This is an optimization exercise on Yosys and OpenROAD, whose aim is small area, not a production implementation.
At most, simulation tests tie the RTL to the original design; equivalence was not proved.
No activity file was given, so power comes from the tool's default toggle rates.

==> flow/design.v <==
module Decode_Queue(
  input         clock,
  input         reset,
  input         io_clk,
  input         io_reset,
  input  [95:0] io_decoded_insn1,
  input  [95:0] io_decoded_insn2,
  input         io_wr_en1,
  input         io_wr_en2,
  input  [1:0]  io_pop_count,
  output [95:0] io_entry_out1,
  output [95:0] io_entry_out2,
  output        io_fifo_full,
  output        io_fifo_empty,
  output [3:0]  io_head_ptr,
  output [3:0]  io_tail_ptr,
  output [1:0]  io_out_count
);
  reg [4:0]  nwr;
  reg [3:0]  head;
  reg [3:0]  tail;
  reg [4:0]  count;
  wire full  = count[4];
  wire empty = count == 5'h0;
  wire pop   = (io_pop_count != 2'h0) & ~empty;
  wire wr    = (io_wr_en1 | io_wr_en2) & ~full;
  wire [95:0] wdata;
  genvar i, j;
  generate
    for (j = 0; j < 96; j = j + 1) begin : g_wd
      dq_ao22 u_wd (.a1(io_decoded_insn2[j]), .a2(io_wr_en2),
                    .b1(io_decoded_insn1[j]), .b2(~io_wr_en2), .y(wdata[j]));
    end
  endgenerate
  wire [95:0] fifo [0:15];
  generate
    for (i = 0; i < 16; i = i + 1) begin : g_ent
      dq_entry u_ent (.clock(clock), .wr(wr), .tm(tail == i), .d(wdata), .q(fifo[i]));
    end
  endgenerate
  always @(posedge clock) begin
    if (reset)
      nwr <= 5'h0;
    else if (wr && {1'b0, tail} == nwr)
      nwr <= nwr + 5'h1;
  end
  wire        ren  = pop & ({1'b0, head} < nwr);
  wire [15:0] hsel = (16'h1 << head) & {16{ren}};
  wire        p2   = io_pop_count == 2'h2;
  generate
    for (j = 0; j < 96; j = j + 1) begin : g_rd
      wire [5:0] t;
      wire       a;
      dq_aoi222 u_t0 (.a1(hsel[0]),  .a2(fifo[0][j]),  .b1(hsel[1]),  .b2(fifo[1][j]),
                      .c1(hsel[2]),  .c2(fifo[2][j]),  .y(t[0]));
      dq_aoi222 u_t1 (.a1(hsel[3]),  .a2(fifo[3][j]),  .b1(hsel[4]),  .b2(fifo[4][j]),
                      .c1(hsel[5]),  .c2(fifo[5][j]),  .y(t[1]));
      dq_aoi222 u_t2 (.a1(hsel[6]),  .a2(fifo[6][j]),  .b1(hsel[7]),  .b2(fifo[7][j]),
                      .c1(hsel[8]),  .c2(fifo[8][j]),  .y(t[2]));
      dq_aoi222 u_t3 (.a1(hsel[9]),  .a2(fifo[9][j]),  .b1(hsel[10]), .b2(fifo[10][j]),
                      .c1(hsel[11]), .c2(fifo[11][j]), .y(t[3]));
      dq_aoi222 u_t4 (.a1(hsel[12]), .a2(fifo[12][j]), .b1(hsel[13]), .b2(fifo[13][j]),
                      .c1(hsel[14]), .c2(fifo[14][j]), .y(t[4]));
      dq_nand2  u_t5 (.a(hsel[15]), .b(fifo[15][j]), .y(t[5]));
      dq_and3   u_a  (.a(t[0]), .b(t[1]), .c(t[2]), .y(a));
      dq_nand4  u_o1 (.a(a), .b(t[3]), .c(t[4]), .d(t[5]), .y(io_entry_out1[j]));
      dq_and2   u_o2 (.a(io_entry_out1[j]), .b(p2), .y(io_entry_out2[j]));
    end
  endgenerate
  assign io_fifo_full  = full;
  assign io_fifo_empty = empty;
  assign io_head_ptr   = head;
  assign io_tail_ptr   = tail;
  assign io_out_count  = (count[4:2] != 3'h0) ? io_pop_count :
                         ({3'h0, io_pop_count} > count) ? count[1:0] : io_pop_count;
  always @(posedge clock) begin
    if (reset) begin
      head  <= 4'h0;
      tail  <= 4'h0;
      count <= 5'h0;
    end else begin
      if (pop)
        head <= head + 4'h1;
      else if (io_reset)
        head <= 4'h0;
      if (wr)
        tail <= tail + 4'h1;
      else if (io_reset)
        tail <= 4'h0;
      if (pop)
        count <= count - 5'h1;
      else if (wr)
        count <= count + 5'h1;
      else if (io_reset)
        count <= 5'h0;
    end
  end
endmodule
module dq_entry(
  input         clock,
  input         wr,
  input         tm,
  input  [95:0] d,
  output [95:0] q
);
  genvar g;
  generate
    for (g = 0; g < 4; g = g + 1) begin : g_q
      wire we, nwe;
      dq_and2  u_we  (.a(wr), .b(tm), .y(we));
      dq_nand2 u_nwe (.a(wr), .b(tm), .y(nwe));
      dq_hold  u_r   (.clock(clock), .we(we), .nwe(nwe), .d(d[24*g+23:24*g]), .q(q[24*g+23:24*g]));
    end
  endgenerate
endmodule
module dq_hold(
  input         clock,
  input         we,
  input         nwe,
  input  [23:0] d,
  output [23:0] q
);
  reg [23:0] r;
  always @(posedge clock)
    r <= (r & {24{nwe}}) | (d & {24{we}});
  assign q = r;
endmodule
module dq_ao22(input a1, input a2, input b1, input b2, output y);
  assign y = (a1 & a2) | (b1 & b2);
endmodule
module dq_aoi222(input a1, input a2, input b1, input b2, input c1, input c2, output y);
  assign y = ~((a1 & a2) | (b1 & b2) | (c1 & c2));
endmodule
module dq_nand2(input a, input b, output y);
  assign y = ~(a & b);
endmodule
module dq_and2(input a, input b, output y);
  assign y = a & b;
endmodule
module dq_and3(input a, input b, input c, output y);
  assign y = a & b & c;
endmodule
module dq_nand4(input a, input b, input c, input d, output y);
  assign y = ~(a & b & c & d);
endmodule
clock: 8.0 ns
lec_check: 0
cap_margin: 5
core_margin: 2
core_utilization: 75
setup_slack_margin: 0.2
slew_margin: 5
synth_hierarchical: 1
standard.sh (not shown) runs the stock make flow with config.mk's settings and CLKGATE_MAP_FILE= SYNTH_SCRIPT=/design/flow/synth_recipe.tcl, a recipe that flattens the netlist after the stock synthesis.
==> flow/flow/run.sh <==
#!/bin/bash
# Standard layout, with the smallest buffer on the ports and a clock tree
# without dummy loads, built from clkbuf_4 buffers over clusters of up to 9 sinks.
set -euo pipefail
CTS="-sink_clustering_enable -repair_clock_nets -dont_use_dummy_load -buf_list {sky130_fd_sc_hd__clkbuf_4} -sink_clustering_size 9 -sink_clustering_max_diameter 35"
bash standard.sh "BUFFER_PORTS_ARGS=-buffer_cell sky130_fd_sc_hd__buf_1" "CTS_ARGS=$CTS" finish > make_finish.log 2>&1
The first run finished clean.
Next try:
--- a/flow/design.v
+++ b/flow/design.v
@@ -32,13 +32,14 @@
                     .b1(io_decoded_insn1[j]), .b2(~io_wr_en2), .y(wdata[j]));
     end
   endgenerate
   wire [95:0] fifo [0:15];
   generate
     for (i = 0; i < 16; i = i + 1) begin : g_ent
-      dq_entry u_ent (.clock(clock), .wr(wr), .tm(tail == i), .d(wdata), .q(fifo[i]));
+      wire we  = wr & (tail == i);
+      dq_entry u_ent (.clock(clock), .we(we), .nwe(~we), .d(wdata), .q(fifo[i]));
     end
   endgenerate
   always @(posedge clock) begin
     if (reset)
       nwr <= 5'h0;
     else if (wr && {1'b0, tail} == nwr)
@@ -95,37 +96,20 @@
         count <= 5'h0;
     end
   end
 endmodule
 module dq_entry(
   input         clock,
-  input         wr,
-  input         tm,
+  input         we,
+  input         nwe,
   input  [95:0] d,
   output [95:0] q
 );
-  genvar g;
-  generate
-    for (g = 0; g < 4; g = g + 1) begin : g_q
-      wire we, nwe;
-      dq_and2  u_we  (.a(wr), .b(tm), .y(we));
-      dq_nand2 u_nwe (.a(wr), .b(tm), .y(nwe));
-      dq_hold  u_r   (.clock(clock), .we(we), .nwe(nwe), .d(d[24*g+23:24*g]), .q(q[24*g+23:24*g]));
-    end
-  endgenerate
-endmodule
-module dq_hold(
-  input         clock,
-  input         we,
-  input         nwe,
-  input  [23:0] d,
-  output [23:0] q
-);
-  reg [23:0] r;
+  reg [95:0] r;
   always @(posedge clock)
-    r <= (r & {24{nwe}}) | (d & {24{we}});
+    r <= (r & {96{nwe}}) | (d & {96{we}});
   assign q = r;
 endmodule
 module dq_ao22(input a1, input a2, input b1, input b2, output y);
   assign y = (a1 & a2) | (b1 & b2);
 endmodule
 module dq_aoi222(input a1, input a2, input b1, input b2, input c1, input c2, output y);
=>
- The changed run finished clean
- sequential share of layout area goes up by 0.87 points
- synthesized area shrinks by 1.6%
- total power goes up by 1.2%
- final cell count falls by 3.2%
- critical path depth climbs by 2
Function not checked in the first run of this note: the RTL went through the layout flow alone.

Another version of the RTL of Decode_Queue (not shown whole).
Size: ~4600 cells after synthesis, about 1600 flip-flops, ~400 I/O pins, roughly 57000 µm² of cells after synthesis.
==> module Decode_Queue, before the edit <==
module Decode_Queue(
  input         clock,
  input         reset,
  input         io_clk,
  input         io_reset,
  input  [95:0] io_decoded_insn1,
  input  [95:0] io_decoded_insn2,
  input         io_wr_en1,
  input         io_wr_en2,
  input  [1:0]  io_pop_count,
  output [95:0] io_entry_out1,
  output [95:0] io_entry_out2,
  output        io_fifo_full,
  output        io_fifo_empty,
  output [3:0]  io_head_ptr,
  output [3:0]  io_tail_ptr,
  output [1:0]  io_out_count
);
  reg [15:0] vld;
  reg [3:0]  head;
  reg [3:0]  tail;
  reg [4:0]  count;
  wire full  = count[4];
  wire empty = count == 5'h0;
  wire pop   = (io_pop_count != 2'h0) & ~empty;
  wire wr    = (io_wr_en1 | io_wr_en2) & ~full;
  wire [95:0] wdata;
  genvar i, j;
  generate
    for (j = 0; j < 96; j = j + 1) begin : g_wd
      dq_ao22 u_wd (.a1(io_decoded_insn2[j]), .a2(io_wr_en2),
                    .b1(io_decoded_insn1[j]), .b2(~io_wr_en2), .y(wdata[j]));
    end
  endgenerate
  wire [95:0] fifo [0:15];
  generate
    for (i = 0; i < 16; i = i + 1) begin : g_ent
      wire we  = wr & (tail == i);
      dq_entry u_ent (.clock(clock), .we(we), .nwe(~we), .d(wdata), .q(fifo[i]));
    end
  endgenerate
  always @(posedge clock) begin
    if (reset)
      vld <= 16'h0;
    else if (wr)
      vld <= vld | (16'h1 << tail);
  end
  wire [15:0] hsel = (16'h1 << head) & vld & {16{pop}};
  wire        p2   = io_pop_count == 2'h2;
  generate
    for (j = 0; j < 96; j = j + 1) begin : g_rd
      wire [5:0] t;
      wire       a;
      dq_aoi222 u_t0 (.a1(hsel[0]),  .a2(fifo[0][j]),  .b1(hsel[1]),  .b2(fifo[1][j]),
                      .c1(hsel[2]),  .c2(fifo[2][j]),  .y(t[0]));
      dq_aoi222 u_t1 (.a1(hsel[3]),  .a2(fifo[3][j]),  .b1(hsel[4]),  .b2(fifo[4][j]),
                      .c1(hsel[5]),  .c2(fifo[5][j]),  .y(t[1]));
      dq_aoi222 u_t2 (.a1(hsel[6]),  .a2(fifo[6][j]),  .b1(hsel[7]),  .b2(fifo[7][j]),
                      .c1(hsel[8]),  .c2(fifo[8][j]),  .y(t[2]));
      dq_aoi222 u_t3 (.a1(hsel[9]),  .a2(fifo[9][j]),  .b1(hsel[10]), .b2(fifo[10][j]),
                      .c1(hsel[11]), .c2(fifo[11][j]), .y(t[3]));
      dq_aoi222 u_t4 (.a1(hsel[12]), .a2(fifo[12][j]), .b1(hsel[13]), .b2(fifo[13][j]),
                      .c1(hsel[14]), .c2(fifo[14][j]), .y(t[4]));
      dq_nand2  u_t5 (.a(hsel[15]), .b(fifo[15][j]), .y(t[5]));
      dq_and3   u_a  (.a(t[0]), .b(t[1]), .c(t[2]), .y(a));
      dq_nand4  u_o1 (.a(a), .b(t[3]), .c(t[4]), .d(t[5]), .y(io_entry_out1[j]));
      dq_and2   u_o2 (.a(io_entry_out1[j]), .b(p2), .y(io_entry_out2[j]));
    end
  endgenerate
  assign io_fifo_full  = full;
  assign io_fifo_empty = empty;
  assign io_head_ptr   = head;
  assign io_tail_ptr   = tail;
  assign io_out_count  = (count[4:2] != 3'h0) ? io_pop_count :
                         ({3'h0, io_pop_count} > count) ? count[1:0] : io_pop_count;
  always @(posedge clock) begin
    if (reset) begin
      head  <= 4'h0;
      tail  <= 4'h0;
      count <= 5'h0;
    end else begin
      if (pop)
        head <= head + 4'h1;
      else if (io_reset)
        head <= 4'h0;
      if (wr)
        tail <= tail + 4'h1;
      else if (io_reset)
        tail <= 4'h0;
      if (pop)
        count <= count - 5'h1;
      else if (wr)
        count <= count + 5'h1;
      else if (io_reset)
        count <= 5'h0;
    end
  end
endmodule
export LEC_CHECK = 0
export CAP_MARGIN = 20
export CORE_MARGIN = 2
export CORE_UTILIZATION = 70
export SETUP_SLACK_MARGIN = 0.2
export SLEW_MARGIN = 20
export SYNTH_HIERARCHICAL = 1
create_clock -name core_clock -period 8.0 [get_ports {clock}]
==> flow/flow/run.sh <==
#!/bin/bash
# Standard layout, with the smallest buffer on the ports and a clock tree
# without dummy loads, built from clkbuf_8 leaves over clusters of up to 16 sinks.
set -euo pipefail
CTS="-sink_clustering_enable -repair_clock_nets -dont_use_dummy_load -buf_list {sky130_fd_sc_hd__clkbuf_8} -sink_clustering_size 16 -sink_clustering_max_diameter 50"
bash standard.sh "BUFFER_PORTS_ARGS=-buffer_cell sky130_fd_sc_hd__buf_1" "CTS_ARGS=$CTS" finish > make_finish.log 2>&1
Change:
--- a/flow/design.v
+++ b/flow/design.v
@@ -17,5 +17,5 @@
   output [1:0]  io_out_count
 );
-  reg [15:0] vld;
+  reg [4:0]  nwr;
   reg [3:0]  head;
   reg [3:0]  tail;
@@ -42,9 +42,10 @@
   always @(posedge clock) begin
     if (reset)
-      vld <= 16'h0;
-    else if (wr)
-      vld <= vld | (16'h1 << tail);
+      nwr <= 5'h0;
+    else if (wr && {1'b0, tail} == nwr)
+      nwr <= nwr + 5'h1;
   end
-  wire [15:0] hsel = (16'h1 << head) & vld & {16{pop}};
+  wire        ren  = pop & ({1'b0, head} < nwr);
+  wire [15:0] hsel = (16'h1 << head) & {16{ren}};
   wire        p2   = io_pop_count == 2'h2;
   generate
What happened:
- routed wire length hardly moves
- global-route usage goes up by 0.33 points
- register-to-register slack gets worse by 0.48 ns
- worst hold slack gets better by 0.031 ns
- power goes up by 3.2%
- clock power stays flat

## what the ideal ports hide
The results above use ideal ports. As a check the final layouts listed here were re-extracted and re-timed, cells and wires unchanged.
Step 1 assumes that a clkbuf_16 drives the clock port and a buf_2 every other input.
Step 2 adds t to the input delays and takes it off the output delays; t is the mean of the earliest and latest rising clock arrival at the registers after step 1. Input paths then give back, and output paths get back, about the clock's delay inside the block.
Three values: ideal, step 1, step 2; two values: the first two.
| run | t (ns) | setup slack, ns | hold WS [ns] |
|---|---|---|---|
| the first run of note 1 | 1.156 | 0.895 / 0.826 / 0.938 | 0.486 / 0.486 / 0.486 |
| the second run of note 1 | 1.127 | 0.975 / 0.904 / 1.223 | 0.486 / 0.486 / 0.486 |
| the first run of note 2 | 0.867 | 1.538 / 1.517 / 1.517 | 0.454 / 0.454 / 0.454 |
| the second run of note 2 | 0.878 | 1.319 / 1.289 / 1.289 | 0.485 / 0.485 / 0.485 |
After both steps setup and hold are still met in every run listed. The setup slack of the second run of note 2, which loses most, moves by -0.030 ns with the drivers and by -0.030 ns with both steps.
